Background: an optimization exercise with open tools, aiming at small area. Do not read the settings as production practice.
Where RTL was checked, it was by simulation tests only, not by an equivalence proof against the original.
Power is estimated from default activity; no workload was simulated.

## job 101
// tensor_interface
module tensor_interface(
    input               clock,
    input               reset_n,
    input [106:0]       config_in_tdata,
    input               config_in_tvalid,
    output              config_in_tready,
    output [15:0]       ar_addr,
    output reg          ar_valid,
    input               ar_ready,
    input [31:0]        r_data,
    input               r_last,
    input               r_valid,
    output              r_ready,
    output [15:0]       aw_addr,
    output reg          aw_valid,
    input               aw_ready,
    output [31:0]       w_data,
    output              w_last,
    output reg          w_valid,
    input               w_ready,
    input               b_resp,
    input               b_valid,
    output              b_ready,
    output reg [31:0]   out_data,
    output reg          out_last,
    output reg          out_valid,
    input               out_ready
);
localparam [2:0] S_IDLE = 3'd0,
                 S_AR   = 3'd1,
                 S_R1   = 3'd2,    
                 S_R    = 3'd3,
                 S_AW   = 3'd4,
                 S_W1   = 3'd5,    
                 S_W    = 3'd6,
                 S_B    = 3'd7;
reg [2:0]  state, next_state;
reg        rd_then_wr;    
reg        wr_nz;         
reg [15:0] wr_left;       
reg [10:0] wr_base;
reg [15:0] addr;          
wire [1:0]  mode = config_in_tdata[106:105];
wire [2:0]  esz  = config_in_tdata[104:102];
wire [39:0] dim  = config_in_tdata[39:0];
wire        e7    = esz == 3'd7;
wire        a_4d  = esz == 3'd2 || esz == 3'd5 || esz == 3'd6;
wire        a_8d  = esz == 3'd3 || esz == 3'd4 || e7;
wire        b_1d  = esz == 3'd5;
  ...
==> flow/config.mk <==
export PLATFORM = sky130hd
export DESIGN_NAME = tensor_interface
export DESIGN_NICKNAME = tensor_interface
export VERILOG_FILES = /design/flow/design.v
export SDC_FILE = /design/flow/constraint.sdc
export NUM_CORES = 4
export LEC_CHECK = 0
export CAP_MARGIN = 20
export CORE_MARGIN = 2
export CORE_UTILIZATION = 40
export SLEW_MARGIN = 20
==> flow/constraint.sdc <==
create_clock -name core_clock -period 6.0 [get_ports {clock}]
set_input_delay 1.2000 -clock core_clock [delete_from_list [all_inputs] [get_ports {clock}]]
set_output_delay 1.2000 -clock core_clock [all_outputs]
set_load 0.01 [all_outputs]
run.sh (not shown) runs the stock make flow with config.mk's settings and CLKGATE_MAP_FILE= SYNTH_SCRIPT=/design/flow/synth_recipe.tcl, a recipe that flattens the netlist after the stock synthesis.
Modified inputs, job 102 compared to job 101
diff --git a/flow/config.mk b/flow/config.mk
--- a/flow/config.mk
+++ b/flow/config.mk
@@ -10,2 +10,3 @@
 export CORE_UTILIZATION = 40
+export CTS_BUF_LIST = sky130_fd_sc_hd__clkbuf_8
 export SLEW_MARGIN = 20
- The growth of design area from synthesis to finish of job 102 is lower than that of job 101.
- Per the comparison of job 102 with job 101, number of global-route vias before repair about even; slew at the pin closest to its max-slew limit rose 0.017 ns; global-route usage over all layers about even; clock power share fell 5.6 points.
- Job 102 | stages: all done | timing, DRC, antenna: all pass
Function was not checked in any run of this note: the RTL went through the layout flow alone.

---

== job 6932 ==
Another version of the RTL of tensor_interface (not shown whole).
Size in the first run: about 85 flip-flops, about 260 I/O pins, about 4800 sq um of cells after synthesis.
export LEC_CHECK = 0
export CAP_MARGIN = 20
export CORE_MARGIN = 2
export CORE_UTILIZATION = 65
export SLEW_MARGIN = 20
create_clock -name core_clock -period 6.0 [get_ports {clock}]
standard.sh (not shown) runs the stock make flow with config.mk's settings and CLKGATE_MAP_FILE= SYNTH_SCRIPT=/design/flow/synth_recipe.tcl, a recipe that flattens the netlist after the stock synthesis.
==> flow/flow/run.sh <==
#!/bin/bash
# The standard ORFS layout (standard.sh, the standard flow's own synthesis and steps),
# with two changes to the cells the flow picks:
#  - the port buffers are sky130_fd_sc_hd__buf_1 (buffer_ports -buffer_cell)
#    instead of the delay-cell buffer buffer_ports picks by itself;
#  - clock tree synthesis builds from clkbuf_8 and adds no dummy loads.
# Every step's full output goes to standard.log here; ORFS also keeps its
# per-step logs under orfs/logs.
set -euo pipefail
export BUFFER_PORTS_ARGS="-buffer_cell sky130_fd_sc_hd__buf_1"
export CTS_ARGS="-sink_clustering_enable -repair_clock_nets -dont_use_dummy_load -sink_clustering_size 10 -sink_clustering_max_diameter 60 -buf_list {sky130_fd_sc_hd__clkbuf_4 sky130_fd_sc_hd__clkbuf_8}"
bash standard.sh > standard.log 2>&1
Job 6932 reached the final stage; the timing, design-rule and antenna checks on its layout passed.
For job 1934, these inputs were changed with respect to job 6932:
--- a/flow/flow/run.sh
+++ b/flow/flow/run.sh
@@ -11 +11 @@
-export CTS_ARGS="-sink_clustering_enable -repair_clock_nets -dont_use_dummy_load -sink_clustering_size 10 -sink_clustering_max_diameter 60 -buf_list {sky130_fd_sc_hd__clkbuf_4 sky130_fd_sc_hd__clkbuf_8}"
+export CTS_ARGS="-sink_clustering_enable -repair_clock_nets -dont_use_dummy_load -buf_list sky130_fd_sc_hd__clkbuf_8"
--- a/flow/config.mk
+++ b/flow/config.mk
@@ -10 +10 @@
-export CORE_UTILIZATION = 65
+export CORE_UTILIZATION = 40
## What came out
[job 1934 vs job 6932] growth of design area from synthesis to finish: higher in job 1934
Row area of all placed cells without fillers: job 1934 higher / job 6932 lower
Job 1934 ends up with a clock period minus final worst setup slack that is 0.045 ns higher than in job 6932.
NOTE via-per-instance ratio job 6932->job 1934 decreased by a little under 10%
Clock network fraction of total power (higher): job 1934
Higher setup slack of the worst register-to-register path among job 1934 and job 6932: job 6932
Input changes introduced in job 2863 (baseline for comparison: job 1934):
--- a/flow/config.mk
+++ b/flow/config.mk
@@ -8 +8 @@
-export CAP_MARGIN = 20
+export CAP_MARGIN = 0
@@ -11 +11,2 @@
-export SLEW_MARGIN = 20
+export GPL_TIMING_DRIVEN = 0
+export SLEW_MARGIN = 0
Notes after the runs:
Sort job 2863 and job 1934 by share of total power in combinational logic asc -> top: job 1934
Between job 1934 and job 2863, total global-route track usage increased.
Job 2863 ended with more combinational power than job 1934.
Job 2863 ends up with lower slack of the worst reg-to-reg path than job 1934 does.
From job 1934 to job 2863 the numbers moved as follows: number of placed instances with taps included increased by 57 relative to the old numbers, total via count in the routed design moved up.
Looking at maximum fanout encountered on the critical timing path, job 2863 sits 3 above job 1934.
Relative to job 1934, first-pass GRT wire length has gone up in job 2863.

==> afterwards: timing with drivers on the ports <==
The flow's constraints put no driver on any port. The routed layouts listed below were extracted and timed again, unchanged, in two steps.
Step 1 sets driving cells, clkbuf_16 on the clock port and buf_2 on the other inputs (assumed; they add their load-dependent delay and slew).
Step 2 adds t to the input delays and takes it off the output delays; t is the mean of the earliest and latest rising clock arrival at the registers after step 1. Input paths then give back, and output paths get back, about the clock's delay inside the block.
a / b / c = ideal ports / drivers / drivers and shift; a / b = the first two.
| run | t, ns | slack for setup (ns) | hold WS [ns] | worst setup path after step 2 | worst data-port slew with drivers (ns) |
|---|---|---|---|---|---|
| job 101 | 0.372 | 0.894 / 0.909 / 0.537 | 0.506 / 0.506 / 0.506 | input to register | 0.07 |
| job 102 | 0.388 | 0.929 / 0.939 / 0.552 | 0.513 / 0.513 / 0.513 | input to register | 0.07 |
| job 6932 | 0.377 | 0.526 / 0.524 / 0.147 | 0.481 / 0.481 / 0.481 | input to register | 0.11 |
| job 1934 | 0.377 | 0.481 / 0.462 / 0.086 | 0.508 / 0.508 / 0.508 | input to register | 0.05 |
| job 2863 | 0.364 | 0.236 / 0.220 / -0.144 | 0.498 / 0.498 / 0.498 | input to register | 0.05 |
With both steps, setup timing fails in job 2863, where it was met with ideal ports. The setup slack of job 1934, which loses most, moves by -0.019 ns with the drivers and by -0.395 ns with both steps.
